What follows belongs to an exercise in optimizing a design on an open flow for small area, a short achievable clock period and few clock cycles per item; a production flow would make more cautious choices.
The RTL was checked by simulation tests, not by an equivalence proof against the original design.
No activity file was given, so power comes from the tool's default toggle rates.

`flow/design.v`:
```
module PE (
    input wire [7:0] a0,
    input wire [7:0] a1,
    input wire [7:0] a2,
    input wire [7:0] a3,
    input wire [3:0] neg0, one0, two0,
    input wire [3:0] neg1, one1, two1,
    input wire [3:0] neg2, one2, two2,
    input wire [3:0] neg3, one3, two3,
    input wire [8:0] nsum,
    output wire [49:0] q
);
    wire pp1, pp2, pp3, pp4, pp5, pp6, pp7, pp8, pp9, pp10, pp11, pp12, pp13, pp14, pp15, pp16;
    wire pp17, pp18, pp19, pp20, pp21, pp22, pp23, pp24, pp25, pp26, pp27, pp28, pp29, pp30, pp31, pp32;
    wire pp33, pp34, pp35, pp36, pp37, pp38, pp39, pp40, pp41, pp42, pp43, pp44, pp45, pp46, pp47, pp48;
    wire pp49, pp50, pp51, pp52, pp53, pp54, pp55, pp56, pp57, pp58, pp59, pp60, pp61, pp62, pp63, pp64;
    wire pp65, pp66, pp67, pp68, pp69, pp70, pp71, pp72, pp73, pp74, pp75, pp76, pp77, pp78, pp79, pp80;
    wire pp81, pp82, pp83, pp84, pp85, pp86, pp87, pp88, pp89, pp90, pp91, pp92, pp93, pp94, pp95, pp96;
    wire pp97, pp98, pp99, pp100, pp101, pp102, pp103, pp104, pp105, pp106, pp107, pp108, pp109, pp110, pp111, pp112;
    wire pp113, pp114, pp115, pp116, pp117, pp118, pp119, pp120, pp121, pp122, pp123, pp124, pp125, pp126, pp127, pp128;
    wire pp129, pp130, pp131, pp132, pp133, pp134, pp135, pp136, pp137, pp138, pp139, pp140, pp141, pp142, pp143, pp144;
    wire s145, c146, s147, c148, s149, c150, s151, c152, s153, c154, s155, c156, s157, c158, s159, c160;
    wire s161, c162, s163, c164, s165, c166, s167, c168, s169, c170, s171, c172, s173, c174, s175, c176;
    wire s177, c178, s179, c180, s181, c182, s183, c184, s185, c186, s187, c188, s189, c190, s191, c192;
    wire s193, c194, s195, c196, s197, c198, s199, c200, s201, c202, s203, c204, s205, c206, s207, c208;
    wire s209, c210, s211, c212, s213, c214, s215, c216, s217, c218, s219, c220, s221, c222, s223, c224;
    wire s225, c226, s227, c228, s229, c230, s231, c232, s233, c234, s235, c236, s237, c238, s239, c240;
    wire s241, c242, s243, c244, s245, c246, s247, c248, s249, c250, s251, c252, s253, c254, s255, c256;
    wire s257, c258, s259, c260, s261, c262, s263, c264, s265, c266, s267, c268, s269, c270, s271, c272;
    wire s273, c274, s275, c276, s277, c278, s279, c280, s281, c282, s283, c284, s285, c286, s287, c288;
    wire s289, c290, s291, c292, s293, c294, s295, c296, s297, c298, s299, c300, s301, c302, s303, c304;
    wire s305, c306, s307, c308, s309, c310, s311, c312, s313, c314, s315, c316, s317, c318, s319, c320;
    wire s321, c322, s323, c324, s325, c326, s327, c328, s329, c330, s331, c332, s333, c334, s335, c336;
    wire s337, c338, s339, c340, s341, c342, s343, c344, s345, c346, s347, c348, s349, c350, s351, c352;
    wire s353, c354, s355, c356, s357, c358, s359, c360, s361, c362, s363, c364, s365, c366, s367, c368;
    wire s369, c370, s371, c372, s373, c374, s375, c376, s377, c378, s379, c380, s381, c382;
    SEL0 sel1 (.one(one0[0]), .neg(neg0[0]), .x(a0[0]), .p(pp1));
    SEL sel2 (.one(one0[0]), .two(two0[0]), .neg(neg0[0]), .x(a0[1]), .y(a0[0]), .p(pp2));
    SEL sel3 (.one(one0[0]), .two(two0[0]), .neg(neg0[0]), .x(a0[2]), .y(a0[1]), .p(pp3));
    SEL sel4 (.one(one0[0]), .two(two0[0]), .neg(neg0[0]), .x(a0[3]), .y(a0[2]), .p(pp4));
    SEL sel5 (.one(one0[0]), .two(two0[0]), .neg(neg0[0]), .x(a0[4]), .y(a0[3]), .p(pp5));
    SEL sel6 (.one(one0[0]), .two(two0[0]), .neg(neg0[0]), .x(a0[5]), .y(a0[4]), .p(pp6));
    SEL sel7 (.one(one0[0]), .two(two0[0]), .neg(neg0[0]), .x(a0[6]), .y(a0[5]), .p(pp7));
    SEL sel8 (.one(one0[0]), .two(two0[0]), .neg(neg0[0]), .x(a0[7]), .y(a0[6]), .p(pp8));
    SELN sel9 (.one(one0[0]), .two(two0[0]), .neg(neg0[0]), .x(a0[7]), .p(pp9));
    SEL0 sel10 (.one(one0[1]), .neg(neg0[1]), .x(a0[0]), .p(pp10));
    SEL sel11 (.one(one0[1]), .two(two0[1]), .neg(neg0[1]), .x(a0[1]), .y(a0[0]), .p(pp11));
    SEL sel12 (.one(one0[1]), .two(two0[1]), .neg(neg0[1]), .x(a0[2]), .y(a0[1]), .p(pp12));
    SEL sel13 (.one(one0[1]), .two(two0[1]), .neg(neg0[1]), .x(a0[3]), .y(a0[2]), .p(pp13));
    SEL sel14 (.one(one0[1]), .two(two0[1]), .neg(neg0[1]), .x(a0[4]), .y(a0[3]), .p(pp14));
    SEL sel15 (.one(one0[1]), .two(two0[1]), .neg(neg0[1]), .x(a0[5]), .y(a0[4]), .p(pp15));
    SEL sel16 (.one(one0[1]), .two(two0[1]), .neg(neg0[1]), .x(a0[6]), .y(a0[5]), .p(pp16));
    SEL sel17 (.one(one0[1]), .two(two0[1]), .neg(neg0[1]), .x(a0[7]), .y(a0[6]), .p(pp17));
    SELN sel18 (.one(one0[1]), .two(two0[1]), .neg(neg0[1]), .x(a0[7]), .p(pp18));
    SEL0 sel19 (.one(one0[2]), .neg(neg0[2]), .x(a0[0]), .p(pp19));
    SEL sel20 (.one(one0[2]), .two(two0[2]), .neg(neg0[2]), .x(a0[1]), .y(a0[0]), .p(pp20));
    SEL sel21 (.one(one0[2]), .two(two0[2]), .neg(neg0[2]), .x(a0[2]), .y(a0[1]), .p(pp21));
    SEL sel22 (.one(one0[2]), .two(two0[2]), .neg(neg0[2]), .x(a0[3]), .y(a0[2]), .p(pp22));
    SEL sel23 (.one(one0[2]), .two(two0[2]), .neg(neg0[2]), .x(a0[4]), .y(a0[3]), .p(pp23));
    SEL sel24 (.one(one0[2]), .two(two0[2]), .neg(neg0[2]), .x(a0[5]), .y(a0[4]), .p(pp24));
    SEL sel25 (.one(one0[2]), .two(two0[2]), .neg(neg0[2]), .x(a0[6]), .y(a0[5]), .p(pp25));
    SEL sel26 (.one(one0[2]), .two(two0[2]), .neg(neg0[2]), .x(a0[7]), .y(a0[6]), .p(pp26));
    SELN sel27 (.one(one0[2]), .two(two0[2]), .neg(neg0[2]), .x(a0[7]), .p(pp27));
    SEL0 sel28 (.one(one0[3]), .neg(neg0[3]), .x(a0[0]), .p(pp28));
    SEL sel29 (.one(one0[3]), .two(two0[3]), .neg(neg0[3]), .x(a0[1]), .y(a0[0]), .p(pp29));
    SEL sel30 (.one(one0[3]), .two(two0[3]), .neg(neg0[3]), .x(a0[2]), .y(a0[1]), .p(pp30));
    SEL sel31 (.one(one0[3]), .two(two0[3]), .neg(neg0[3]), .x(a0[3]), .y(a0[2]), .p(pp31));
    SEL sel32 (.one(one0[3]), .two(two0[3]), .neg(neg0[3]), .x(a0[4]), .y(a0[3]), .p(pp32));
    SEL sel33 (.one(one0[3]), .two(two0[3]), .neg(neg0[3]), .x(a0[5]), .y(a0[4]), .p(pp33));
    SEL sel34 (.one(one0[3]), .two(two0[3]), .neg(neg0[3]), .x(a0[6]), .y(a0[5]), .p(pp34));
    SEL sel35 (.one(one0[3]), .two(two0[3]), .neg(neg0[3]), .x(a0[7]), .y(a0[6]), .p(pp35));
    SELN sel36 (.one(one0[3]), .two(two0[3]), .neg(neg0[3]), .x(a0[7]), .p(pp36));
    SEL0 sel37 (.one(one1[0]), .neg(neg1[0]), .x(a1[0]), .p(pp37));
    SEL sel38 (.one(one1[0]), .two(two1[0]), .neg(neg1[0]), .x(a1[1]), .y(a1[0]), .p(pp38));
    SEL sel39 (.one(one1[0]), .two(two1[0]), .neg(neg1[0]), .x(a1[2]), .y(a1[1]), .p(pp39));
    SEL sel40 (.one(one1[0]), .two(two1[0]), .neg(neg1[0]), .x(a1[3]), .y(a1[2]), .p(pp40));
    SEL sel41 (.one(one1[0]), .two(two1[0]), .neg(neg1[0]), .x(a1[4]), .y(a1[3]), .p(pp41));
    SEL sel42 (.one(one1[0]), .two(two1[0]), .neg(neg1[0]), .x(a1[5]), .y(a1[4]), .p(pp42));
    SEL sel43 (.one(one1[0]), .two(two1[0]), .neg(neg1[0]), .x(a1[6]), .y(a1[5]), .p(pp43));
    SEL sel44 (.one(one1[0]), .two(two1[0]), .neg(neg1[0]), .x(a1[7]), .y(a1[6]), .p(pp44));
    SELN sel45 (.one(one1[0]), .two(two1[0]), .neg(neg1[0]), .x(a1[7]), .p(pp45));
    SEL0 sel46 (.one(one1[1]), .neg(neg1[1]), .x(a1[0]), .p(pp46));
    SEL sel47 (.one(one1[1]), .two(two1[1]), .neg(neg1[1]), .x(a1[1]), .y(a1[0]), .p(pp47));
    SEL sel48 (.one(one1[1]), .two(two1[1]), .neg(neg1[1]), .x(a1[2]), .y(a1[1]), .p(pp48));
    SEL sel49 (.one(one1[1]), .two(two1[1]), .neg(neg1[1]), .x(a1[3]), .y(a1[2]), .p(pp49));
    SEL sel50 (.one(one1[1]), .two(two1[1]), .neg(neg1[1]), .x(a1[4]), .y(a1[3]), .p(pp50));
    SEL sel51 (.one(one1[1]), .two(two1[1]), .neg(neg1[1]), .x(a1[5]), .y(a1[4]), .p(pp51));
    SEL sel52 (.one(one1[1]), .two(two1[1]), .neg(neg1[1]), .x(a1[6]), .y(a1[5]), .p(pp52));
    SEL sel53 (.one(one1[1]), .two(two1[1]), .neg(neg1[1]), .x(a1[7]), .y(a1[6]), .p(pp53));
    SELN sel54 (.one(one1[1]), .two(two1[1]), .neg(neg1[1]), .x(a1[7]), .p(pp54));
    SEL0 sel55 (.one(one1[2]), .neg(neg1[2]), .x(a1[0]), .p(pp55));
    SEL sel56 (.one(one1[2]), .two(two1[2]), .neg(neg1[2]), .x(a1[1]), .y(a1[0]), .p(pp56));
    SEL sel57 (.one(one1[2]), .two(two1[2]), .neg(neg1[2]), .x(a1[2]), .y(a1[1]), .p(pp57));
    SEL sel58 (.one(one1[2]), .two(two1[2]), .neg(neg1[2]), .x(a1[3]), .y(a1[2]), .p(pp58));
    SEL sel59 (.one(one1[2]), .two(two1[2]), .neg(neg1[2]), .x(a1[4]), .y(a1[3]), .p(pp59));
    SEL sel60 (.one(one1[2]), .two(two1[2]), .neg(neg1[2]), .x(a1[5]), .y(a1[4]), .p(pp60));
    SEL sel61 (.one(one1[2]), .two(two1[2]), .neg(neg1[2]), .x(a1[6]), .y(a1[5]), .p(pp61));
    SEL sel62 (.one(one1[2]), .two(two1[2]), .neg(neg1[2]), .x(a1[7]), .y(a1[6]), .p(pp62));
    SELN sel63 (.one(one1[2]), .two(two1[2]), .neg(neg1[2]), .x(a1[7]), .p(pp63));
    SEL0 sel64 (.one(one1[3]), .neg(neg1[3]), .x(a1[0]), .p(pp64));
    SEL sel65 (.one(one1[3]), .two(two1[3]), .neg(neg1[3]), .x(a1[1]), .y(a1[0]), .p(pp65));
    SEL sel66 (.one(one1[3]), .two(two1[3]), .neg(neg1[3]), .x(a1[2]), .y(a1[1]), .p(pp66));
    SEL sel67 (.one(one1[3]), .two(two1[3]), .neg(neg1[3]), .x(a1[3]), .y(a1[2]), .p(pp67));
    SEL sel68 (.one(one1[3]), .two(two1[3]), .neg(neg1[3]), .x(a1[4]), .y(a1[3]), .p(pp68));
    SEL sel69 (.one(one1[3]), .two(two1[3]), .neg(neg1[3]), .x(a1[5]), .y(a1[4]), .p(pp69));
    SEL sel70 (.one(one1[3]), .two(two1[3]), .neg(neg1[3]), .x(a1[6]), .y(a1[5]), .p(pp70));
    SEL sel71 (.one(one1[3]), .two(two1[3]), .neg(neg1[3]), .x(a1[7]), .y(a1[6]), .p(pp71));
    SELN sel72 (.one(one1[3]), .two(two1[3]), .neg(neg1[3]), .x(a1[7]), .p(pp72));
    SEL0 sel73 (.one(one2[0]), .neg(neg2[0]), .x(a2[0]), .p(pp73));
    SEL sel74 (.one(one2[0]), .two(two2[0]), .neg(neg2[0]), .x(a2[1]), .y(a2[0]), .p(pp74));
    SEL sel75 (.one(one2[0]), .two(two2[0]), .neg(neg2[0]), .x(a2[2]), .y(a2[1]), .p(pp75));
    SEL sel76 (.one(one2[0]), .two(two2[0]), .neg(neg2[0]), .x(a2[3]), .y(a2[2]), .p(pp76));
    SEL sel77 (.one(one2[0]), .two(two2[0]), .neg(neg2[0]), .x(a2[4]), .y(a2[3]), .p(pp77));
    SEL sel78 (.one(one2[0]), .two(two2[0]), .neg(neg2[0]), .x(a2[5]), .y(a2[4]), .p(pp78));
    SEL sel79 (.one(one2[0]), .two(two2[0]), .neg(neg2[0]), .x(a2[6]), .y(a2[5]), .p(pp79));
    SEL sel80 (.one(one2[0]), .two(two2[0]), .neg(neg2[0]), .x(a2[7]), .y(a2[6]), .p(pp80));
    SELN sel81 (.one(one2[0]), .two(two2[0]), .neg(neg2[0]), .x(a2[7]), .p(pp81));
    SEL0 sel82 (.one(one2[1]), .neg(neg2[1]), .x(a2[0]), .p(pp82));
    SEL sel83 (.one(one2[1]), .two(two2[1]), .neg(neg2[1]), .x(a2[1]), .y(a2[0]), .p(pp83));
    SEL sel84 (.one(one2[1]), .two(two2[1]), .neg(neg2[1]), .x(a2[2]), .y(a2[1]), .p(pp84));
    SEL sel85 (.one(one2[1]), .two(two2[1]), .neg(neg2[1]), .x(a2[3]), .y(a2[2]), .p(pp85));
    SEL sel86 (.one(one2[1]), .two(two2[1]), .neg(neg2[1]), .x(a2[4]), .y(a2[3]), .p(pp86));
    SEL sel87 (.one(one2[1]), .two(two2[1]), .neg(neg2[1]), .x(a2[5]), .y(a2[4]), .p(pp87));
    SEL sel88 (.one(one2[1]), .two(two2[1]), .neg(neg2[1]), .x(a2[6]), .y(a2[5]), .p(pp88));
    SEL sel89 (.one(one2[1]), .two(two2[1]), .neg(neg2[1]), .x(a2[7]), .y(a2[6]), .p(pp89));
    SELN sel90 (.one(one2[1]), .two(two2[1]), .neg(neg2[1]), .x(a2[7]), .p(pp90));
    SEL0 sel91 (.one(one2[2]), .neg(neg2[2]), .x(a2[0]), .p(pp91));
    SEL sel92 (.one(one2[2]), .two(two2[2]), .neg(neg2[2]), .x(a2[1]), .y(a2[0]), .p(pp92));
    SEL sel93 (.one(one2[2]), .two(two2[2]), .neg(neg2[2]), .x(a2[2]), .y(a2[1]), .p(pp93));
    SEL sel94 (.one(one2[2]), .two(two2[2]), .neg(neg2[2]), .x(a2[3]), .y(a2[2]), .p(pp94));
    SEL sel95 (.one(one2[2]), .two(two2[2]), .neg(neg2[2]), .x(a2[4]), .y(a2[3]), .p(pp95));
    SEL sel96 (.one(one2[2]), .two(two2[2]), .neg(neg2[2]), .x(a2[5]), .y(a2[4]), .p(pp96));
    SEL sel97 (.one(one2[2]), .two(two2[2]), .neg(neg2[2]), .x(a2[6]), .y(a2[5]), .p(pp97));
    SEL sel98 (.one(one2[2]), .two(two2[2]), .neg(neg2[2]), .x(a2[7]), .y(a2[6]), .p(pp98));
    SELN sel99 (.one(one2[2]), .two(two2[2]), .neg(neg2[2]), .x(a2[7]), .p(pp99));
    SEL0 sel100 (.one(one2[3]), .neg(neg2[3]), .x(a2[0]), .p(pp100));
    SEL sel101 (.one(one2[3]), .two(two2[3]), .neg(neg2[3]), .x(a2[1]), .y(a2[0]), .p(pp101));
    SEL sel102 (.one(one2[3]), .two(two2[3]), .neg(neg2[3]), .x(a2[2]), .y(a2[1]), .p(pp102));
    SEL sel103 (.one(one2[3]), .two(two2[3]), .neg(neg2[3]), .x(a2[3]), .y(a2[2]), .p(pp103));
    SEL sel104 (.one(one2[3]), .two(two2[3]), .neg(neg2[3]), .x(a2[4]), .y(a2[3]), .p(pp104));
    SEL sel105 (.one(one2[3]), .two(two2[3]), .neg(neg2[3]), .x(a2[5]), .y(a2[4]), .p(pp105));
    SEL sel106 (.one(one2[3]), .two(two2[3]), .neg(neg2[3]), .x(a2[6]), .y(a2[5]), .p(pp106));
    SEL sel107 (.one(one2[3]), .two(two2[3]), .neg(neg2[3]), .x(a2[7]), .y(a2[6]), .p(pp107));
    SELN sel108 (.one(one2[3]), .two(two2[3]), .neg(neg2[3]), .x(a2[7]), .p(pp108));
    SEL0 sel109 (.one(one3[0]), .neg(neg3[0]), .x(a3[0]), .p(pp109));
    SEL sel110 (.one(one3[0]), .two(two3[0]), .neg(neg3[0]), .x(a3[1]), .y(a3[0]), .p(pp110));
    SEL sel111 (.one(one3[0]), .two(two3[0]), .neg(neg3[0]), .x(a3[2]), .y(a3[1]), .p(pp111));
    SEL sel112 (.one(one3[0]), .two(two3[0]), .neg(neg3[0]), .x(a3[3]), .y(a3[2]), .p(pp112));
    SEL sel113 (.one(one3[0]), .two(two3[0]), .neg(neg3[0]), .x(a3[4]), .y(a3[3]), .p(pp113));
    SEL sel114 (.one(one3[0]), .two(two3[0]), .neg(neg3[0]), .x(a3[5]), .y(a3[4]), .p(pp114));
    SEL sel115 (.one(one3[0]), .two(two3[0]), .neg(neg3[0]), .x(a3[6]), .y(a3[5]), .p(pp115));
    SEL sel116 (.one(one3[0]), .two(two3[0]), .neg(neg3[0]), .x(a3[7]), .y(a3[6]), .p(pp116));
    SELN sel117 (.one(one3[0]), .two(two3[0]), .neg(neg3[0]), .x(a3[7]), .p(pp117));
    SEL0 sel118 (.one(one3[1]), .neg(neg3[1]), .x(a3[0]), .p(pp118));
    SEL sel119 (.one(one3[1]), .two(two3[1]), .neg(neg3[1]), .x(a3[1]), .y(a3[0]), .p(pp119));
    SEL sel120 (.one(one3[1]), .two(two3[1]), .neg(neg3[1]), .x(a3[2]), .y(a3[1]), .p(pp120));
    SEL sel121 (.one(one3[1]), .two(two3[1]), .neg(neg3[1]), .x(a3[3]), .y(a3[2]), .p(pp121));
    SEL sel122 (.one(one3[1]), .two(two3[1]), .neg(neg3[1]), .x(a3[4]), .y(a3[3]), .p(pp122));
    SEL sel123 (.one(one3[1]), .two(two3[1]), .neg(neg3[1]), .x(a3[5]), .y(a3[4]), .p(pp123));
    SEL sel124 (.one(one3[1]), .two(two3[1]), .neg(neg3[1]), .x(a3[6]), .y(a3[5]), .p(pp124));
    SEL sel125 (.one(one3[1]), .two(two3[1]), .neg(neg3[1]), .x(a3[7]), .y(a3[6]), .p(pp125));
    SELN sel126 (.one(one3[1]), .two(two3[1]), .neg(neg3[1]), .x(a3[7]), .p(pp126));
    SEL0 sel127 (.one(one3[2]), .neg(neg3[2]), .x(a3[0]), .p(pp127));
    SEL sel128 (.one(one3[2]), .two(two3[2]), .neg(neg3[2]), .x(a3[1]), .y(a3[0]), .p(pp128));
    SEL sel129 (.one(one3[2]), .two(two3[2]), .neg(neg3[2]), .x(a3[2]), .y(a3[1]), .p(pp129));
    SEL sel130 (.one(one3[2]), .two(two3[2]), .neg(neg3[2]), .x(a3[3]), .y(a3[2]), .p(pp130));
    SEL sel131 (.one(one3[2]), .two(two3[2]), .neg(neg3[2]), .x(a3[4]), .y(a3[3]), .p(pp131));
    SEL sel132 (.one(one3[2]), .two(two3[2]), .neg(neg3[2]), .x(a3[5]), .y(a3[4]), .p(pp132));
    SEL sel133 (.one(one3[2]), .two(two3[2]), .neg(neg3[2]), .x(a3[6]), .y(a3[5]), .p(pp133));
    SEL sel134 (.one(one3[2]), .two(two3[2]), .neg(neg3[2]), .x(a3[7]), .y(a3[6]), .p(pp134));
    SELN sel135 (.one(one3[2]), .two(two3[2]), .neg(neg3[2]), .x(a3[7]), .p(pp135));
    SEL0 sel136 (.one(one3[3]), .neg(neg3[3]), .x(a3[0]), .p(pp136));
    SEL sel137 (.one(one3[3]), .two(two3[3]), .neg(neg3[3]), .x(a3[1]), .y(a3[0]), .p(pp137));
    SEL sel138 (.one(one3[3]), .two(two3[3]), .neg(neg3[3]), .x(a3[2]), .y(a3[1]), .p(pp138));
    SEL sel139 (.one(one3[3]), .two(two3[3]), .neg(neg3[3]), .x(a3[3]), .y(a3[2]), .p(pp139));
    SEL sel140 (.one(one3[3]), .two(two3[3]), .neg(neg3[3]), .x(a3[4]), .y(a3[3]), .p(pp140));
    SEL sel141 (.one(one3[3]), .two(two3[3]), .neg(neg3[3]), .x(a3[5]), .y(a3[4]), .p(pp141));
    SEL sel142 (.one(one3[3]), .two(two3[3]), .neg(neg3[3]), .x(a3[6]), .y(a3[5]), .p(pp142));
    SEL sel143 (.one(one3[3]), .two(two3[3]), .neg(neg3[3]), .x(a3[7]), .y(a3[6]), .p(pp143));
    SELN sel144 (.one(one3[3]), .two(two3[3]), .neg(neg3[3]), .x(a3[7]), .p(pp144));
    FA fa0 (.a(nsum[6]), .b(pp100), .c(pp115), .s(s145), .co(c146));
    FA fa1 (.a(pp122), .b(pp129), .c(pp136), .s(s147), .co(c148));
    FA fa2 (.a(nsum[7]), .b(pp101), .c(pp116), .s(s149), .co(c150));
    FA fa3 (.a(pp123), .b(pp130), .c(pp137), .s(s151), .co(c152));
    FA fa4 (.a(pp15), .b(pp22), .c(pp29), .s(s153), .co(c154));
    FA fa5 (.a(nsum[8]), .b(pp102), .c(pp117), .s(s155), .co(c156));
    FA fa6 (.a(pp124), .b(pp131), .c(pp138), .s(s157), .co(c158));
    FA fa7 (.a(pp16), .b(pp23), .c(pp30), .s(s159), .co(c160));
    HA ha0 (.a(pp45), .b(pp52), .s(s161), .co(c162));
    FA fa8 (.a(pp103), .b(pp125), .c(pp132), .s(s163), .co(c164));
    HA ha1 (.a(pp139), .b(pp17), .s(s165), .co(c166));
    FA fa9 (.a(1'b1), .b(pp104), .c(pp126), .s(s167), .co(c168));
    FA fa10 (.a(nsum[4]), .b(pp113), .c(pp12), .s(s169), .co(c170));
    FA fa11 (.a(pp120), .b(pp127), .c(pp19), .s(s171), .co(c172));
    FA fa12 (.a(nsum[5]), .b(pp114), .c(pp121), .s(s173), .co(c174));
    FA fa13 (.a(pp128), .b(pp13), .c(pp20), .s(s175), .co(c176));
    FA fa14 (.a(pp42), .b(pp49), .c(pp56), .s(s177), .co(c178));
    FA fa15 (.a(pp14), .b(pp21), .c(pp28), .s(s179), .co(c180));
    FA fa16 (.a(pp43), .b(pp50), .c(pp57), .s(s181), .co(c182));
    FA fa17 (.a(pp64), .b(pp7), .c(pp79), .s(s183), .co(c184));
    HA ha2 (.a(pp86), .b(pp93), .s(s185), .co(c186));
    FA fa18 (.a(pp44), .b(pp51), .c(pp58), .s(s187), .co(c188));
    FA fa19 (.a(pp65), .b(pp8), .c(pp80), .s(s189), .co(c190));
    FA fa20 (.a(pp87), .b(pp94), .c(c146), .s(s191), .co(c192));
    FA fa21 (.a(c148), .b(s149), .c(s151), .s(s193), .co(c194));
    FA fa22 (.a(pp59), .b(pp66), .c(pp81), .s(s195), .co(c196));
    FA fa23 (.a(pp88), .b(pp9), .c(pp95), .s(s197), .co(c198));
    FA fa24 (.a(s161), .b(c150), .c(c152), .s(s199), .co(c200));
    FA fa25 (.a(c154), .b(s155), .c(s157), .s(s201), .co(c202));
    FA fa26 (.a(pp24), .b(pp31), .c(pp53), .s(s203), .co(c204));
    FA fa27 (.a(pp60), .b(pp67), .c(pp89), .s(s205), .co(c206));
    FA fa28 (.a(pp96), .b(c162), .c(s165), .s(s207), .co(c208));
    FA fa29 (.a(c156), .b(c158), .c(c160), .s(s209), .co(c210));
    FA fa30 (.a(pp133), .b(pp140), .c(pp18), .s(s211), .co(c212));
    FA fa31 (.a(pp25), .b(pp32), .c(pp54), .s(s213), .co(c214));
    FA fa32 (.a(pp61), .b(pp68), .c(pp90), .s(s215), .co(c216));
    FA fa33 (.a(pp97), .b(c166), .c(c164), .s(s217), .co(c218));
    FA fa34 (.a(1'b1), .b(pp105), .c(pp134), .s(s219), .co(c220));
    FA fa35 (.a(pp141), .b(pp26), .c(pp33), .s(s221), .co(c222));
    HA ha3 (.a(pp62), .b(pp69), .s(s223), .co(c224));
    FA fa36 (.a(pp106), .b(pp135), .c(pp142), .s(s225), .co(c226));
    FA fa37 (.a(nsum[2]), .b(pp10), .c(pp111), .s(s227), .co(c228));
    HA ha4 (.a(pp118), .b(pp3), .s(s229), .co(c230));
    FA fa38 (.a(nsum[3]), .b(pp11), .c(pp112), .s(s231), .co(c232));
    FA fa39 (.a(pp119), .b(pp4), .c(pp40), .s(s233), .co(c234));
    HA ha5 (.a(pp47), .b(pp76), .s(s235), .co(c236));
    FA fa40 (.a(pp41), .b(pp48), .c(pp5), .s(s237), .co(c238));
    FA fa41 (.a(pp55), .b(pp77), .c(pp84), .s(s239), .co(c240));
    FA fa42 (.a(pp91), .b(s169), .c(s171), .s(s241), .co(c242));
    FA fa43 (.a(pp6), .b(pp78), .c(pp85), .s(s243), .co(c244));
    FA fa44 (.a(pp92), .b(c170), .c(c172), .s(s245), .co(c246));
    FA fa45 (.a(s173), .b(s175), .c(s177), .s(s247), .co(c248));
    FA fa46 (.a(s185), .b(c174), .c(c176), .s(s249), .co(c250));
    FA fa47 (.a(c178), .b(s145), .c(s147), .s(s251), .co(c252));
    FA fa48 (.a(s179), .b(s181), .c(s183), .s(s253), .co(c254));
    FA fa49 (.a(c186), .b(c180), .c(c182), .s(s255), .co(c256));
    FA fa50 (.a(c184), .b(s153), .c(s187), .s(s257), .co(c258));
    FA fa51 (.a(s189), .b(s191), .c(s193), .s(s259), .co(c260));
    FA fa52 (.a(c188), .b(c190), .c(s159), .s(s261), .co(c262));
    FA fa53 (.a(s195), .b(s197), .c(c192), .s(s263), .co(c264));
    FA fa54 (.a(c194), .b(s199), .c(s201), .s(s265), .co(c266));
    FA fa55 (.a(c196), .b(c198), .c(s163), .s(s267), .co(c268));
    FA fa56 (.a(s203), .b(s205), .c(s207), .s(s269), .co(c270));
    FA fa57 (.a(c200), .b(c202), .c(s209), .s(s271), .co(c272));
    FA fa58 (.a(c204), .b(c206), .c(s167), .s(s273), .co(c274));
    FA fa59 (.a(s211), .b(s213), .c(s215), .s(s275), .co(c276));
    FA fa60 (.a(c208), .b(c210), .c(s217), .s(s277), .co(c278));
    FA fa61 (.a(pp98), .b(s223), .c(c168), .s(s279), .co(c280));
    FA fa62 (.a(c212), .b(c214), .c(c216), .s(s281), .co(c282));
    FA fa63 (.a(s219), .b(s221), .c(c218), .s(s283), .co(c284));
    FA fa64 (.a(pp27), .b(pp34), .c(pp63), .s(s285), .co(c286));
    FA fa65 (.a(pp70), .b(pp99), .c(c224), .s(s287), .co(c288));
    FA fa66 (.a(c220), .b(c222), .c(s225), .s(s289), .co(c290));
    FA fa67 (.a(1'b1), .b(pp107), .c(pp143), .s(s291), .co(c292));
    HA ha6 (.a(pp35), .b(pp71), .s(s293), .co(c294));
    HA ha7 (.a(nsum[0]), .b(pp1), .s(s295), .co(c296));
    FA fa68 (.a(nsum[1]), .b(pp110), .c(pp2), .s(s297), .co(c298));
    FA fa69 (.a(pp39), .b(pp46), .c(pp75), .s(s299), .co(c300));
    HA ha8 (.a(pp82), .b(s229), .s(s301), .co(c302));
    FA fa70 (.a(pp83), .b(c230), .c(s235), .s(s303), .co(c304));
    FA fa71 (.a(c228), .b(s231), .c(s233), .s(s305), .co(c306));
    FA fa72 (.a(c236), .b(c232), .c(c234), .s(s307), .co(c308));
    FA fa73 (.a(s237), .b(s239), .c(s241), .s(s309), .co(c310));
    FA fa74 (.a(c238), .b(c240), .c(s243), .s(s311), .co(c312));
    FA fa75 (.a(c242), .b(s245), .c(s247), .s(s313), .co(c314));
    FA fa76 (.a(c244), .b(c246), .c(c248), .s(s315), .co(c316));
    FA fa77 (.a(s249), .b(s251), .c(s253), .s(s317), .co(c318));
    FA fa78 (.a(c250), .b(c252), .c(c254), .s(s319), .co(c320));
    FA fa79 (.a(s255), .b(s257), .c(s259), .s(s321), .co(c322));
    FA fa80 (.a(c256), .b(c258), .c(s261), .s(s323), .co(c324));
    FA fa81 (.a(c260), .b(s263), .c(s265), .s(s325), .co(c326));
    FA fa82 (.a(c262), .b(s267), .c(s269), .s(s327), .co(c328));
    FA fa83 (.a(c264), .b(c266), .c(s271), .s(s329), .co(c330));
    FA fa84 (.a(c268), .b(s273), .c(s275), .s(s331), .co(c332));
    FA fa85 (.a(c270), .b(c272), .c(s277), .s(s333), .co(c334));
    FA fa86 (.a(c274), .b(c276), .c(s279), .s(s335), .co(c336));
    FA fa87 (.a(s281), .b(c278), .c(s283), .s(s337), .co(c338));
    FA fa88 (.a(s285), .b(s287), .c(c280), .s(s339), .co(c340));
    FA fa89 (.a(c282), .b(s289), .c(c284), .s(s341), .co(c342));
    FA fa90 (.a(s293), .b(c226), .c(c286), .s(s343), .co(c344));
    FA fa91 (.a(s291), .b(c288), .c(c290), .s(s345), .co(c346));
    FA fa92 (.a(pp108), .b(pp144), .c(pp36), .s(s347), .co(c348));
    FA fa93 (.a(pp72), .b(c294), .c(c292), .s(s349), .co(c350));
    HA ha9 (.a(pp109), .b(pp37), .s(s351), .co(c352));
    FA fa94 (.a(pp38), .b(pp74), .c(c296), .s(s353), .co(c354));
    FA fa95 (.a(c298), .b(s227), .c(s299), .s(s355), .co(c356));
    FA fa96 (.a(c300), .b(c302), .c(s303), .s(s357), .co(c358));
    FA fa97 (.a(c304), .b(c306), .c(s307), .s(s359), .co(c360));
    FA fa98 (.a(c308), .b(s311), .c(c310), .s(s361), .co(c362));
    FA fa99 (.a(c312), .b(c314), .c(s315), .s(s363), .co(c364));
    FA fa100 (.a(c316), .b(c318), .c(s319), .s(s365), .co(c366));
    FA fa101 (.a(c320), .b(s323), .c(c322), .s(s367), .co(c368));
    FA fa102 (.a(c324), .b(s327), .c(c326), .s(s369), .co(c370));
    FA fa103 (.a(s331), .b(c328), .c(c330), .s(s371), .co(c372));
    FA fa104 (.a(c332), .b(s335), .c(c334), .s(s373), .co(c374));
    FA fa105 (.a(c336), .b(s339), .c(c338), .s(s375), .co(c376));
    FA fa106 (.a(s343), .b(c340), .c(s345), .s(s377), .co(c378));
    FA fa107 (.a(s347), .b(c344), .c(s349), .s(s379), .co(c380));
    HA ha10 (.a(1'b1), .b(c348), .s(s381), .co(c382));
    assign q = {1'b1, c382, c380, c350, s381, c378, s379, c346, c376, s377, c342, s375, c374, s341, s373, c372, s337, s371, c370, s333, s369, c368, s329, s367, s325, c366, s365, s321, c364, s363, c362, s317, s361, s313, c360, s359, s309, c358, s357, s305, c356, s355, c354, s301, s353, s297, c352, s351, s295, pp73};
endmodule
module FA (
    input wire a, b, c,
    output wire s, co
);
    assign s = a ^ b ^ c;
    assign co = (a & b) | (a & c) | (b & c);
endmodule
module SEL (
    input wire one, two, neg, x, y,
    output wire p
);
    assign p = ((one & x) | (two & y)) ^ neg;
endmodule
module SEL0 (
    input wire one, neg, x,
    output wire p
);
    assign p = (one & x) ^ neg;
endmodule
module SELN (
    input wire one, two, neg, x,
    output wire p
);
    assign p = ~(((one | two) & x) ^ neg);
endmodule
module HA (
    input wire a, b,
    output wire s, co
);
    assign s = a ^ b;
    assign co = a & b;
endmodule
module FIN (
    input wire [49:0] q,
    output wire [17:0] c
);
    wire s383, c384, s385, c386, s387, c388, s389, c390, s391, c392, s393, c394, s395, c396, s397, c398;
    wire s399, c400, s401, c402, s403, c404, s405, c406, s407, c408, s409, c410, s411, c412, s413, c414;
    HA ha0 (.a(q[0]), .b(q[1]), .s(s383), .co(c384));
    FA fa0 (.a(q[3]), .b(q[4]), .c(q[5]), .s(s385), .co(c386));
    FA fa1 (.a(q[6]), .b(q[7]), .c(q[8]), .s(s387), .co(c388));
    FA fa2 (.a(q[10]), .b(q[11]), .c(q[9]), .s(s389), .co(c390));
    FA fa3 (.a(q[12]), .b(q[13]), .c(q[14]), .s(s391), .co(c392));
    FA fa4 (.a(q[15]), .b(q[16]), .c(q[17]), .s(s393), .co(c394));
    FA fa5 (.a(q[18]), .b(q[19]), .c(q[20]), .s(s395), .co(c396));
    FA fa6 (.a(q[21]), .b(q[22]), .c(q[23]), .s(s397), .co(c398));
    FA fa7 (.a(q[24]), .b(q[25]), .c(q[26]), .s(s399), .co(c400));
    FA fa8 (.a(q[27]), .b(q[28]), .c(q[29]), .s(s401), .co(c402));
    FA fa9 (.a(q[30]), .b(q[31]), .c(q[32]), .s(s403), .co(c404));
    FA fa10 (.a(q[33]), .b(q[34]), .c(q[35]), .s(s405), .co(c406));
    FA fa11 (.a(q[36]), .b(q[37]), .c(q[38]), .s(s407), .co(c408));
    FA fa12 (.a(q[39]), .b(q[40]), .c(q[41]), .s(s409), .co(c410));
    FA fa13 (.a(q[42]), .b(q[43]), .c(q[44]), .s(s411), .co(c412));
    FA fa14 (.a(q[45]), .b(q[46]), .c(q[47]), .s(s413), .co(c414));
    wire [17:0] x = {q[49], q[48], c412, c410, c408, c406, c404, c402, c400, c398, c396, c394, c392, c390, c388, c386, c384, q[2]};
    wire [17:0] y = {1'b0, c414, s413, s411, s409, s407, s405, s403, s401, s399, s397, s395, s393, s391, s389, s387, s385, s383};
    CPA cpa (.p(x ^ y), .g(x & y), .ci(1'b0), .s(c));
endmodule
module CPA (
    input wire [17:0] p,
    input wire [17:0] g,
    input wire ci,
    output wire [17:0] s
);
    wire [18:0] gg [0:5];
    wire [18:0] pp [0:5];
    assign gg[0] = {g, ci};
    assign pp[0] = {p, 1'b0};
    genvar l, i;
    generate
        for (l = 0; l < 5; l = l + 1) begin : lvl
            for (i = 0; i <= 18; i = i + 1) begin : pos
                if (i >= (1 << l)) begin : comb
                    assign gg[l+1][i] = gg[l][i] | (pp[l][i] & gg[l][i - (1 << l)]);
                    assign pp[l+1][i] = pp[l][i] & pp[l][i - (1 << l)];
                end else begin : pass
                    assign gg[l+1][i] = gg[l][i];
                    assign pp[l+1][i] = pp[l][i];
                end
            end
        end
    endgenerate
    assign s = p ^ gg[5][17:0];
endmodule
module SystolicArray (
    input wire clk,
    input wire [127:0] A_matrix,
    input wire [127:0] B_matrix,
    output reg [127:0] a_q,
    output reg [63:0] neg_q,
    output reg [63:0] one_q,
    output reg [63:0] two_q,
    output reg [35:0] nsum_q
);
    wire [63:0] neg_w, one_w, two_w;
    wire [35:0] nsum_w;
    genvar e, m, j;
    generate
        for (e = 0; e < 16; e = e + 1) begin : enc
            wire [8:0] bb = {B_matrix[e*8 +: 8], 1'b0};
            for (m = 0; m < 4; m = m + 1) begin : dig
                wire [2:0] d = bb[2*m +: 3];
                assign neg_w[e*4+m] = d[2];
                assign one_w[e*4+m] = d[1] ^ d[0];
                assign two_w[e*4+m] = (d[2] & ~d[1] & ~d[0]) | (~d[2] & d[1] & d[0]);
            end
        end
        for (j = 0; j < 4; j = j + 1) begin : ns
            wire [6:0] o0 = {B_matrix[(0*4+j)*8+7], 1'b0, B_matrix[(0*4+j)*8+5], 1'b0, B_matrix[(0*4+j)*8+3], 1'b0, B_matrix[(0*4+j)*8+1]};
            wire [6:0] o1 = {B_matrix[(1*4+j)*8+7], 1'b0, B_matrix[(1*4+j)*8+5], 1'b0, B_matrix[(1*4+j)*8+3], 1'b0, B_matrix[(1*4+j)*8+1]};
            wire [6:0] o2 = {B_matrix[(2*4+j)*8+7], 1'b0, B_matrix[(2*4+j)*8+5], 1'b0, B_matrix[(2*4+j)*8+3], 1'b0, B_matrix[(2*4+j)*8+1]};
            wire [6:0] o3 = {B_matrix[(3*4+j)*8+7], 1'b0, B_matrix[(3*4+j)*8+5], 1'b0, B_matrix[(3*4+j)*8+3], 1'b0, B_matrix[(3*4+j)*8+1]};
            assign nsum_w[j*9 +: 9] = {2'b00, o0} + {2'b00, o1} + {2'b00, o2} + {2'b00, o3};
        end
    endgenerate
    always @(posedge clk) begin
        a_q <= A_matrix;
        neg_q <= neg_w;
        one_q <= one_w;
        two_q <= two_w;
        nsum_q <= nsum_w;
    end
endmodule
module GEMMController (
    input wire clk,
    input wire reset_n,
    input wire in_valid,
    output wire in_ready,
    output wire out_valid
);
    reg [2:0] v;
    assign in_ready = 1'b1;
    assign out_valid = v[2];
    always @(posedge clk or negedge reset_n) begin
        if (!reset_n)
            v <= 3'b000;
        else
            v <= {v[1:0], in_valid};
    end
endmodule
module GEMM #(parameter M = 4, K = 4, N = 4)(
    input wire clk,
    input wire reset_n,
    input wire in_valid,
    output wire in_ready,
    input wire [M*K*8-1:0] A_matrix,  
    input wire [K*N*8-1:0] B_matrix,  
    output wire out_valid,
    output wire [M*N*32-1:0] C_matrix  
);
    wire [127:0] a_q;
    wire [63:0] neg_q, one_q, two_q;
    wire [35:0] nsum_q;
    GEMMController ctrl (
        .clk(clk), .reset_n(reset_n), .in_valid(in_valid),
        .in_ready(in_ready), .out_valid(out_valid)
    );
    SystolicArray sa (
        .clk(clk), .A_matrix(A_matrix), .B_matrix(B_matrix), .a_q(a_q),
        .neg_q(neg_q), .one_q(one_q), .two_q(two_q), .nsum_q(nsum_q)
    );
    genvar i, j;
    generate
        for (i = 0; i < M; i = i + 1) begin : row
            for (j = 0; j < N; j = j + 1) begin : col
                wire [49:0] q;
                PE pe (
                    .a0(a_q[(i*K+0)*8 +: 8]), .a1(a_q[(i*K+1)*8 +: 8]),
                    .a2(a_q[(i*K+2)*8 +: 8]), .a3(a_q[(i*K+3)*8 +: 8]),
                    .neg0(neg_q[(0*N+j)*4 +: 4]), .one0(one_q[(0*N+j)*4 +: 4]), .two0(two_q[(0*N+j)*4 +: 4]),
                    .neg1(neg_q[(1*N+j)*4 +: 4]), .one1(one_q[(1*N+j)*4 +: 4]), .two1(two_q[(1*N+j)*4 +: 4]),
                    .neg2(neg_q[(2*N+j)*4 +: 4]), .one2(one_q[(2*N+j)*4 +: 4]), .two2(two_q[(2*N+j)*4 +: 4]),
                    .neg3(neg_q[(3*N+j)*4 +: 4]), .one3(one_q[(3*N+j)*4 +: 4]), .two3(two_q[(3*N+j)*4 +: 4]),
                    .nsum(nsum_q[j*9 +: 9]),
                    .q(q)
                );
                reg [49:0] q_q;
                reg [17:0] c_q;
                wire [17:0] c;
                FIN fin (.q(q_q), .c(c));
                always @(posedge clk) begin
                    q_q <= q;
                    c_q <= c;
                end
                assign C_matrix[(i*N+j)*32 +: 32] = {{14{c_q[17]}}, c_q};
            end
        end
    endgenerate
endmodule
```
`flow/flow/run.sh`:
```
#!/bin/bash
set -euo pipefail
R=orfs/results/sky130hd/GEMM/base
bash standard.sh synth > flow_synth.log 2>&1
ODB=$R/1_synth.odb openroad -no_init -exit flow/downsize.tcl > flow_downsize.log 2>&1
touch $R/1_synth.sdc
bash standard.sh REMOVE_ABC_BUFFERS=1 SETUP_SLACK_MARGIN=7 MAX_REPAIR_ANTENNAS_ITER_DRT=15 \
  "BUFFER_PORTS_ARGS=-buffer_cell sky130_fd_sc_hd__buf_1" finish > flow_layout.log 2>&1
```
`flow/flow/downsize.tcl`:
```
# Set every combinational cell of the synthesized netlist to its smallest drive
# strength (ABC sizes for a far larger load than the cells see). Registers keep
# their cells. The resizer later sizes up what timing needs.
read_liberty $::env(FLOW_HOME)/platforms/sky130hd/lib/sky130_fd_sc_hd__tt_025C_1v80.lib
read_db $::env(ODB)
set n 0
foreach inst [[ord::get_db_block] getInsts] {
  set m [[$inst getMaster] getName]
  if {[regexp {^(sky130_fd_sc_hd__[a-z0-9]+)_([0-9]+)$} $m -> base drive]} {
    if {[string match "*__df*" $base] || [string match "*__dl*" $base] || [string match "*__sdf*" $base]} { continue }
    if {$drive > 1 && [llength [get_lib_cells -quiet ${base}_1]] > 0} {
      replace_cell [$inst getName] ${base}_1
      incr n
    }
  }
}
puts "downsized $n cells"
write_db $::env(ODB)
```
`flow/standard.sh`:
```
#!/bin/bash
# synth_recipe.tcl (not shown) runs the flow's synth.tcl, then flattens the netlist and writes it again
# the make line also repeats each setting of config.mk as NAME=value (left out here)
make -C /OpenROAD-flow-scripts/flow DESIGN_CONFIG=/design/flow/config.mk WORK_HOME=/design/flow/orfs CLKGATE_MAP_FILE= SYNTH_SCRIPT=/design/flow/synth_recipe.tcl "${@:-finish}"
```
`flow/config.mk`:
```
export PLATFORM = sky130hd
export DESIGN_NAME = GEMM
export DESIGN_NICKNAME = GEMM
export VERILOG_FILES = /design/flow/design.v
export SDC_FILE = /design/flow/constraint.sdc
export NUM_CORES = 4
export LEC_CHECK = 0
export CAP_MARGIN = 20
export CORE_MARGIN = 2
export CORE_UTILIZATION = 50
export PLACE_DENSITY = 0.6
export SLEW_MARGIN = 20
export SYNTH_HIERARCHICAL = 1
```
`flow/constraint.sdc`:
```
create_clock -name core_clock -period 11.0 [get_ports {clk}]
set_input_delay 2.2000 -clock core_clock [delete_from_list [all_inputs] [get_ports {clk}]]
set_output_delay 2.2000 -clock core_clock [all_outputs]
set_load 0.01 [all_outputs]
```
==> summary.md, run 1 <==
| Metric | Value |
|---|---|
| HP Class | `reg2reg` |
| PortBufs | `~770` |
| Routability cong. | `0.948` |
| Total Wirelength | `542000 um` |
| Cell Pwr Density | `390 nW/um2` |
| Mapped cell area | `127000 um2` |
| DR vias | `around 110k` |
| # DRC | `0` |
| Cell family with most CP delay | `adder cells` |
| Worst-Margin Slew | `1.31 ns` |
| Post-CTS Repair Setup Buffers | `0` |
| Kind of critical path | `reg2reg` |
| WL/cell | `35.1 um` |
| Starting density of the core | `0.501` |
| Setup Viol. Count Final | `0` |
| Slowest CP cell | `dfxtp_2` |
| Worst slew margin | `0.118` |
| Total CTS buffers | `171` |
| Worst setup EP type | `flip-flop` |
| Global route overflow | `0` |
| Cell Rows | `around 190` |
| Die extent in x | `around 500 um` |
| Syn avg cell area | `between 10 and 15 um2` |
| # nets final | `14600` |
| Final count of pins violating max slew | `0` |
| Max FO, Critical Path | `19` |
| Setup TNS | `0 ns` |
| GR Util All Layers | `0.413` |
| Area growth syn-to-layout | `9.73%` |
| Total power | `54.4 mW` |
| Crit path cell chain | `buf_6, a22oi_1, xnor2_1, fa_1, fa_1, fa_1, fa_1, fa_1` |
| Pin count of the biggest net entering global routing | `37` |
| IO Pins | `773` |
| Warnings from Yosys | `10` |
| Crit path DAT | `4.80 ns` |
| Clock Latency Late Sink | `0.89 ns` |
| Syn Inst Count | `11600` |
| CP Launch Type | `flip-flop` |
| # fillers | `21900` |
| CTS sink count | `1447` |
| Peak VDD IR | `273 uV` |
| CP required | `11.75 ns` |
| Static leakage | `51.9 nW` |
| Critical Path Max Stage Delay | `approximately 0.65 ns` |
| Die Y | `508 um` |
| Initial DRC count | `~16000` |
| Maxcap violations | `0` |
| Core area | `253000 um2` |
| Tcrit/Tclk final | `0.368` |
| Fmax | `roughly 0.25 GHz` |
| Antenna viol nets, final | `0` |
| Die ar. | `~260000 um2` |
| Final HPWL DP | `328000 um` |
| Status | `finished clean` |
| Layout Skew | `0.0419 ns` |
| Clk slew on worst S/H paths | `roughly 0.06 ns` |
| Root buf cell | `clkbuf_16` |
| Longest Clk Path Bufs | `3` |
| Layout cells sized above 1 | `0.0610` |
| Via-to-Cell Ratio | `roughly 7` |
| CP dominant cell by count | `fa_1` |
| Crit path buf inv count | `1` |
| Vias in the first global route | `109000` |
| CTS tree | `done` |
| Initial antenna violation count | `35` |
| RSZ-0062 raised after global routing | `yes` |
| Fin crit period | `about 4.1 ns` |
| Final Hold Fails | `0` |
| First-pass GRT wire length | `768000 um` |
| CTS H-Tree Depth | `4` |
| TritonRoute pass-1 iters | `9` |
==> flip-flops by register name (all words and copies together) (netlist names) <==
signal,count
sa.a_q,128
row.col.c_q,288
sa.nsum_q,36
sa.neg_q,64
ctrl.v,3
sa.two_q,64
sa.one_q,64
row.col.q_q,800
==> path summary, 6_finish.rpt <==
| path | cells past startpoint | startpoint | endpoint | slack (ns) |
|---|---|---|---|---|
| worst max register to register | 8 | sa.a_q[89]$_DFF_P_ | row[2].col[0].q_q[29]$_DFF_P_ | 6.95 |
| worst min-delay path | 0 | ctrl.v[1]$_DFF_PN0_ | ctrl.v[2]$_DFF_PN0_ | 0.36 |
| worst max-delay path | 8 | sa.a_q[89]$_DFF_P_ | row[2].col[0].q_q[29]$_DFF_P_ | 6.95 |
| max in group asynchronous | 1 | reset_n | ctrl.v[1]$_DFF_PN0_ | 9.75 |
| worst min register to register | 0 | ctrl.v[1]$_DFF_PN0_ | ctrl.v[2]$_DFF_PN0_ | 0.36 |
| min in group asynchronous | 1 | reset_n | ctrl.v[0]$_DFF_PN0_ | 1.10 |
==> repair_timing <==
action	4_1_cts	5_1_grt
resized for setup	11	35
hold endpoints to repair	0	0
cloned	0	0
hold buffers	0	0
endpoints found under the setup margin	26	85
==> metrics by stage <==
step / area, um2 / utilization / cells / setup slack, ns / hold slack, ns
2_1_floorplan: 124000 / - / 10600 / 6.97 / 0.331
3_3_place_gp: 133000 / 0.525 / 15100 / 6.58 / 0.342
3_5_place_dp: 133000 / 0.525 / 15100 / 6.59 / 0.342
4_1_cts: 139000 / 0.549 / 15400 / 7.01 / 0.365
5_1_grt: 139000 / 0.550 / 15400 / 6.98 / 0.374
6_report: 139000 / 0.550 / 15400 / 6.95 / 0.357
==> report_power, final <==
part	switching, mW	internal (mW)
clock	2.55	3.57
sequential	1.43	8.17
combinational	23.5	15.2
==> layout make-up <==
cell class	count	area (um2)	area share
diodes	36	90.1	0.000646
clock buffers	224	4810	0.0345
clock inverters	96	1230	0.00885
inverters	153	574	0.00412
multi-input cells	9028	94000	0.674
flip-flops and latches	1447	29200	0.210
well taps	3366	4210	0.0302
repair buffers	1077	5300	0.0380
==> routing by layer <==
| metal | part of all wire | global-route usage |
|---|---|---|
| met1 | 0.35 | 0.499 |
| met2 | 0.42 | 0.592 |
| met3 | 0.14 | 0.159 |
| met4 | 0.093 | 0.314 |
| met5 | 0.00027 | 0.00426 |
==> cells in the final DEF, fill, tap and decap left out, types with 17 or more instances in the layout <==
cell type  instances
conb_1           129
o21ai_0          145
dfxtp_2           97
clkinv_2          33
a311o_1           17
bufinv_16         19
buf_6             29
buf_1            771
diode_2           36
o2111ai_1         33
o211ai_1          18
clkbuf_1          22
clkbuf_8          29
o21bai_1          20
clkbuf_16        173
o21a_1            32
xor2_1           375
a31oi_1          100
buf_4            277
dfxtp_1         1310
clkinv_1          21
nand3_1           49
dfxtp_4           37
a21o_1           179
fa_1            1984
nand3b_1          37
nand4_1           49
nor3_1            48
ha_1             518
nor2_1           121
a21oi_1          226
o21ai_1          304
xnor2_1         2186
a211oi_1          63
inv_1            137
a22oi_1         1792
nand2b_1          49
nand2_1          393
a41oi_1           32
Testbench counts, summed over its fixed seeds: cycles 792, items 768.
==> run 2, diff against run 1 <==
--- a/flow/config.mk
+++ b/flow/config.mk
@@ -7,7 +7,7 @@
 export LEC_CHECK = 0
 export CAP_MARGIN = 20
 export CORE_MARGIN = 2
-export CORE_UTILIZATION = 50
-export PLACE_DENSITY = 0.6
+export CORE_UTILIZATION = 60
+export PLACE_DENSITY = 0.7
 export SLEW_MARGIN = 20
 export SYNTH_HIERARCHICAL = 1
==> summary.md, run 2 <==
| Metric | Value |
|---|---|
| Status | `finished clean` |
| CP Launch Type | `flip-flop` |
| TritonRoute pass-1 iters | `12` |
| HP Class | `reg2reg` |
| Setup TNS | `0 ns` |
| R2R cell count | `7` |
| Core area | `about 210000 um2` |
| WL/cell | `35.2 um` |
| Final count of pins violating max slew | `0` |
| Hold worst-path end | `ctrl.v[1]$_DFF_PN0_` |
| Post-CTS Repair Setup Buffers | `0` |
| Crit path DAT | `about 5 ns` |
| Clock Latency Late Sink | `0.92 ns` |
| Worst-Margin Slew | `1.37 ns` |
| Tcrit/Tclk final | `0.375` |
| Hold Path Depth | `0` |
| GR Util All Layers | `0.474` |
| Final Hold Fails | `0` |
| Root buf cell | `clkbuf_16` |
| CP required | `between 10 and 15 ns` |
| Fmax | `0.242 GHz` |
| Syn avg cell area | `approximately 11 um2` |
| Global route overflow | `0` |
| Vias in the first global route | `between 100k and 150k` |
| Worst R2R Start | `sa.two_q[58]$_DFF_P_` |
| Fin Hold WS | `0.354 ns` |
| Syn Inst Count | `11600` |
| Commonest non-fill, non-tap cells in the layout | `2186 x xnor2_1, 1984 x fa_1, 1792 x a22oi_1, 1345 x dfxtp_1, 771 x buf_1` |
| Die Y | `464 um` |
| CTS H-Tree Depth | `4` |
| # DRC | `0` |
| Cell Rows | `168` |
| Final HPWL DP | `307000 um` |
| Worst slew margin | `0.0853` |
| Commonest non-fill, non-tap cell in the layout | `xnor2_1` |
| DR vias | `108000` |
| PortBufs | `roughly 770` |
| Maxcap violations | `0` |
| Fin crit period | `4.13 ns` |
| Starting density of the core | `0.605` |
| Die extent in x | `464 um` |
| Most flop-heavy register | `row.col.q_q` |
| Longest Clk Path Bufs | `3` |
| Reg-to-reg setup timing slack | `6.87 ns` |
| Total Wirelength | `around 520000 um` |
| Peak VDD IR | `between 300 and 400 uV` |
| Clk slew on worst S/H paths | `~0.060 ns` |
| First-pass GRT wire length | `about 750000 um` |
| Area growth syn-to-layout | `8.91%` |
| Max reg flops | `800` |
| Initial DRC count | `19400` |
| Total CTS buffers | `approximately 170` |
| Reg2reg end | `row[0].col[2].q_q[26]$_DFF_P_` |
| CTS tree | `done` |
| HP Start | `ctrl.v[0]$_DFF_PN0_` |
| CTS sink count | `approximately 1400` |
| Static leakage | `~52 nW` |
| Setup Viol. Count Final | `0` |
| IO Pins | `773` |
| Via-to-Cell Ratio | `between 7 and 8` |
| Pin count of the biggest net entering global routing | `37` |
| Layout cells sized above 1 | `0.0572` |
| Top flop regs | `row.col.q_q x800, row.col.c_q x288, sa.a_q x128` |
| Warnings from Yosys | `10` |
| RSZ-0062 raised after global routing | `no` |
| Antenna viol nets, final | `0` |
| Max FO, Critical Path | `32` |
| Kind of critical path | `reg2reg` |
| Layout Skew | `between 0.04 and 0.05 ns` |
| Mapped cell area | `127000 um2` |
| Routability cong. | `slightly below 1` |
| Die ar. | `215000 um2` |
| Hold_buf cts | `0` |
| Cell Pwr Density | `390 nW/um2` |
| Crit. Startpoint | `sa.two_q[58]$_DFF_P_` |
| Initial antenna violation count | `37` |
| # nets final | `14600` |
| Worst setup EP type | `flip-flop` |
## run 2: cell count changes in the layout (fill, tap and decap cells not counted), sizes merged
cell | previous run | this run
clkbuf | 224 | 213
diode | 36 | 41
inv | 153 | 149
buf | 1077 | 1075
bufinv | 19 | 18
clkinvlp | 11 | 13
## run 2: area by class of cell
| type | instances | area, um2 |
|---|---|---|
| clock inverter | 93 | 1230 |
| timing repair buffer | 1075 | 5230 |
| tap | 2805 | 3510 |
| multi-input combinational | 9028 | 94000 |
| fill | 16200 | 71600 |
| sequential | 1447 | 29200 |
| clock buffer | 213 | 4610 |
| inverter | 153 | 574 |
| antenna | 41 | 103 |
## run 2: per-layer routing
layer / vias up / part of all wire / track usage / wire [um]
met1: 52100 / 0.33 / 0.555 / 171000
met3: 3794 / 0.18 / 0.250 / 92300
met4: 15 / 0.11 / 0.392 / 56500
li1: 40300 / - / - / -
met5: - / 0.00054 / 0.00735 / 282
met2: 11600 / 0.39 / 0.637 / 204000
## run 2: report_power, final
| group | total [mW] | switching (mW) | internal [mW] |
|---|---|---|---|
| logic | 38.5 | 23.1 | 15.4 |
| clock network | 5.95 | 2.52 | 3.43 |
| registers | 9.56 | 1.39 | 8.17 |
## run 2: how the worst max path moves through the flow
stage                                     to  cells past startpoint
3_3_place_gp           sa.nsum_q[25]$_DFF_P_                     10
3_5_place_dp           sa.nsum_q[25]$_DFF_P_                     10
5_1_grt        row[2].col[3].q_q[26]$_DFF_P_                      8
2_1_floorplan          sa.nsum_q[25]$_DFF_P_                      9
6_report       row[0].col[2].q_q[26]$_DFF_P_                      7
4_1_cts        row[2].col[0].q_q[35]$_DFF_P_                      8
## run 2: critical path: stages, from the launching register on
cell	delay (ns)
dfxtp_2	1.11
a22oi_1	0.24
xnor2_1	0.31
fa_1	0.49
fa_1	0.53
fa_1	0.45
fa_1	0.40
fa_1	0.43
## run 2: timing repair
item / CTS / global route
gates cloned: 0 / 0
gates resized for setup: 2 / 18
setup endpoints to repair: 7 / 45
## run 2: per-stage QoR
step           instance area (um2)  worst slack, ns  power (mW)  utilization  std cells
6_report                    138000             6.87        54.0        0.659      14900
5_1_grt                     138000             7.00        57.3        0.659      14800
4_1_cts                     138000             7.02        52.6        0.658      14800
3_5_place_dp                132000             6.48        46.3        0.630      14500
3_3_place_gp                132000             6.54        45.4        0.630      14500
2_1_floorplan               124000             6.97        34.1            -      10600
==> run 3, diff against run 2 <==
==> flow/flow/run.sh (replaced) <==
#!/bin/bash
set -euo pipefail
R=orfs/results/sky130hd/GEMM/base
bash standard.sh synth > flow_synth.log 2>&1
ODB=$R/1_synth.odb openroad -no_init -exit flow/downsize.tcl > flow_downsize.log 2>&1
touch $R/1_synth.sdc
bash standard.sh REMOVE_ABC_BUFFERS=1 SETUP_SLACK_MARGIN=7.1 MAX_REPAIR_ANTENNAS_ITER_DRT=15 \
  "BUFFER_PORTS_ARGS=-buffer_cell sky130_fd_sc_hd__buf_1" finish > flow_layout.log 2>&1
--- a/flow/config.mk
+++ b/flow/config.mk
@@ -7,7 +7,7 @@
 export LEC_CHECK = 0
 export CAP_MARGIN = 20
 export CORE_MARGIN = 2
-export CORE_UTILIZATION = 60
-export PLACE_DENSITY = 0.7
+export CORE_UTILIZATION = 50
+export PLACE_DENSITY = 0.6
 export SLEW_MARGIN = 20
 export SYNTH_HIERARCHICAL = 1
==> summary.md, run 3 <==
| Metric | Value |
|---|---|
| Status | `finished clean` |
| Worst-Margin Slew | `1.31 ns` |
| Starting density of the core | `0.501` |
| Longest Clk Path Bufs | `3` |
| Critical Path Max Stage Delay | `0.63 ns` |
| Die Y | `around 510 um` |
| Final HPWL DP | `328000 um` |
| Warnings from Yosys | `10` |
| Register Area | `roughly 30000 um2` |
| Commonest non-fill, non-tap cell in the layout | `xnor2_1` |
| Crit path buf inv count | `1` |
| Static leakage | `52.0 nW` |
| Placed Area | `133000 um2` |
| # fillers | `approximately 22000` |
| Most flop-heavy register | `row.col.q_q` |
| Max reg flops | `800` |
| Met3 Use GR | `0.157` |
| Layout cells sized above 1 | `0.0627` |
| Crit path cell chain | `buf_4, a22oi_1, xnor2_1, fa_1, fa_1, fa_1, fa_1, fa_1` |
| WL/cell | `35.2 um` |
| Cell Rows | `185` |
| Worst slew margin | `0.127` |
| RSZ-0062 raised after global routing | `yes` |
| Commonest non-fill, non-tap cells in the layout | `2186 x xnor2_1, 1984 x fa_1, 1792 x a22oi_1, 1294 x dfxtp_1, 771 x buf_1` |
| Fmax | `around 0.25 GHz` |
| Tcrit/Tclk final | `0.358` |
| Root buf cell | `clkbuf_16` |
| Peak VDD IR | `about 270 uV` |
| Worst setup EP type | `flip-flop` |
| Die ar. | `258000 um2` |
| Cell Pwr Density | `slightly below 400 nW/um2` |
| Core area | `253000 um2` |
| IO Pins | `~770` |
| TritonRoute pass-1 iters | `9` |
| DR vias | `about 100k` |
| Max FO, Critical Path | `17` |
| Met1 usage | `0.500` |
| Total CTS buffers | `roughly 170` |
| Initial DRC count | `between 15000 and 20000` |
| Setup Viol. Count Final | `0` |
| Area growth syn-to-layout | `9.94%` |
| Pin count of the biggest net entering global routing | `37` |
| CP required | `11.74 ns` |
| Routability cong. | `around 0.95` |
| Global route overflow | `0` |
| Final count of pins violating max slew | `0` |
| Setup TNS | `0 ns` |
| Most used routing layer | `met2` |
| Fin area | `140000 um2` |
| Vias in the first global route | `approximately 110k` |
| Slowest CP cell | `dfxtp_4` |
| Die extent in x | `508 um` |
| # nets final | `around 15000` |
| CTS sink count | `1447` |
| Top flop regs | `row.col.q_q x800, row.col.c_q x288, sa.a_q x128` |
| Kind of critical path | `reg2reg` |
| Initial antenna violation count | `34` |
| Maxcap violations | `0` |
| Syn Inst Count | `11600` |
| Crit path DAT | `4.68 ns` |
| Fin crit period | `3.93 ns` |
| # DRC | `0` |
| GR Util All Layers | `0.413` |
| CP dominant cell by count | `fa_1` |
| HP Class | `reg2reg` |
| Syn avg cell area | `11.0 um2` |
| Cell family with most CP delay | `adder cells` |
| Clock Latency Late Sink | `0.89 ns` |
| Multi-input logic area | `between 90000 and 100000 um2` |
| Via-to-Cell Ratio | `6.79` |
| Mapped cell area | `127000 um2` |
| First-pass GRT wire length | `769000 um` |
| CTS tree | `done` |
| Clk slew on worst S/H paths | `roughly 0.060 ns` |
| CP Launch Type | `flip-flop` |
| Antenna viol nets, final | `0` |
| CTS H-Tree Depth | `4` |
| Total Wirelength | `542000 um` |
| Layout Skew | `around 0.045 ns` |
| M2 GR Usage | `0.592` |
| Final Hold Fails | `0` |
| PortBufs | `771` |
[run 3: final cells by class]
type                    instances  share of cell area
diodes                         27            0.000484
clock buffers                 224              0.0344
clock inverters                96             0.00883
inverters                     153             0.00411
multi-input cells            9028               0.673
flip-flops and latches       1447               0.210
well taps                    3366              0.0301
repair buffers               1081              0.0398
[run 3: power by group]
group          internal (mW)  switching [mW]  total, mW
registers               8.18            1.42       9.60
clock network           3.57            2.55       6.11
logic                   15.2            23.4       38.7
total                   27.0            27.4       54.4
[run 3: metrics by stage]
stage	hold WS, ns	setup WS (ns)	std cells	total power [mW]	utilization
2_1_floorplan	0.331	6.97	10600	34.1	-
3_3_place_gp	0.342	6.58	15100	46.3	0.525
3_5_place_dp	0.342	6.59	15100	47.0	0.525
4_1_cts	0.365	7.10	15400	53.5	0.550
5_1_grt	0.374	7.07	15400	58.0	0.551
6_report	0.357	7.07	15400	54.4	0.551
[run 3: path summary, 6_finish.rpt]
check | endpoint | slack (ns) | start | cells after the start
max | row[2].col[3].q_q[26]$_DFF_P_ | 7.07 | sa.a_q[88]$_DFF_P_ | 8
min | ctrl.v[2]$_DFF_PN0_ | 0.36 | ctrl.v[1]$_DFF_PN0_ | 0
max reg2reg | row[2].col[3].q_q[26]$_DFF_P_ | 7.07 | sa.a_q[88]$_DFF_P_ | 8
min reg2reg | ctrl.v[2]$_DFF_PN0_ | 0.36 | ctrl.v[1]$_DFF_PN0_ | 0
max in group asynchronous | ctrl.v[1]$_DFF_PN0_ | 9.75 | reset_n | 1
min in group asynchronous | ctrl.v[0]$_DFF_PN0_ | 1.10 | reset_n | 1
[run 3: repair_timing]
| item | 4_1_cts | 5_1_grt |
|---|---|---|
| hold buffers | 0 | 0 |
| pin swaps | 0 | 0 |
| setup endpoints to repair | 97 | 271 |
| setup buffers | 0 | 4 |
| resized for setup | 33 | 90 |
[run 3: metal layers]
metal	share of wire	vias up	wire, um
met5	0.00046	-	247
met4	0.094	23	50900
met3	0.14	2672	77900
met2	0.41	9532	225000
met1	0.35	52100	188000
li1	-	40400	-

-- afterwards: timing with drivers on the ports --
In the flow no input, the clock included, has a driving cell. The finished layouts below were timed again as built, in two steps.
Step 1 (the two cells are an assumption about what drives the block):
set clk [get_ports {clk}]
set_driving_cell -lib_cell sky130_fd_sc_hd__clkbuf_16 $clk
set_driving_cell -lib_cell sky130_fd_sc_hd__buf_2 [delete_from_list [all_inputs] $clk]
Step 2 times the ports against the registers' clock, not the clock port: input delays grow and output delays shrink by t, the midpoint of the rising clock arrivals with the driver on.
Three values: no drivers, after step 1, after step 2; two values: the first two.
run | t (ns) | setup slack, ns | latest minus earliest clock arrival (ns) | slew at the worst register clock pin (ns) | worst slew at a driven data input, ns
run 1 | 0.964 | 6.947 / 6.947 / 6.542 | 0.044 / 0.045 | 0.07 / 0.07 | 0.14
run 2 | 0.978 | 6.871 / 6.871 / 6.422 | 0.045 / 0.046 | 0.07 / 0.07 | 0.06
run 3 | 0.966 | 7.066 / 7.066 / 6.530 | 0.048 / 0.048 | 0.07 / 0.07 | 0.15
After both steps every run listed still meets setup and hold. The setup slack of run 3, which loses most, moves by 0.000 ns with the drivers and by -0.536 ns with both steps.
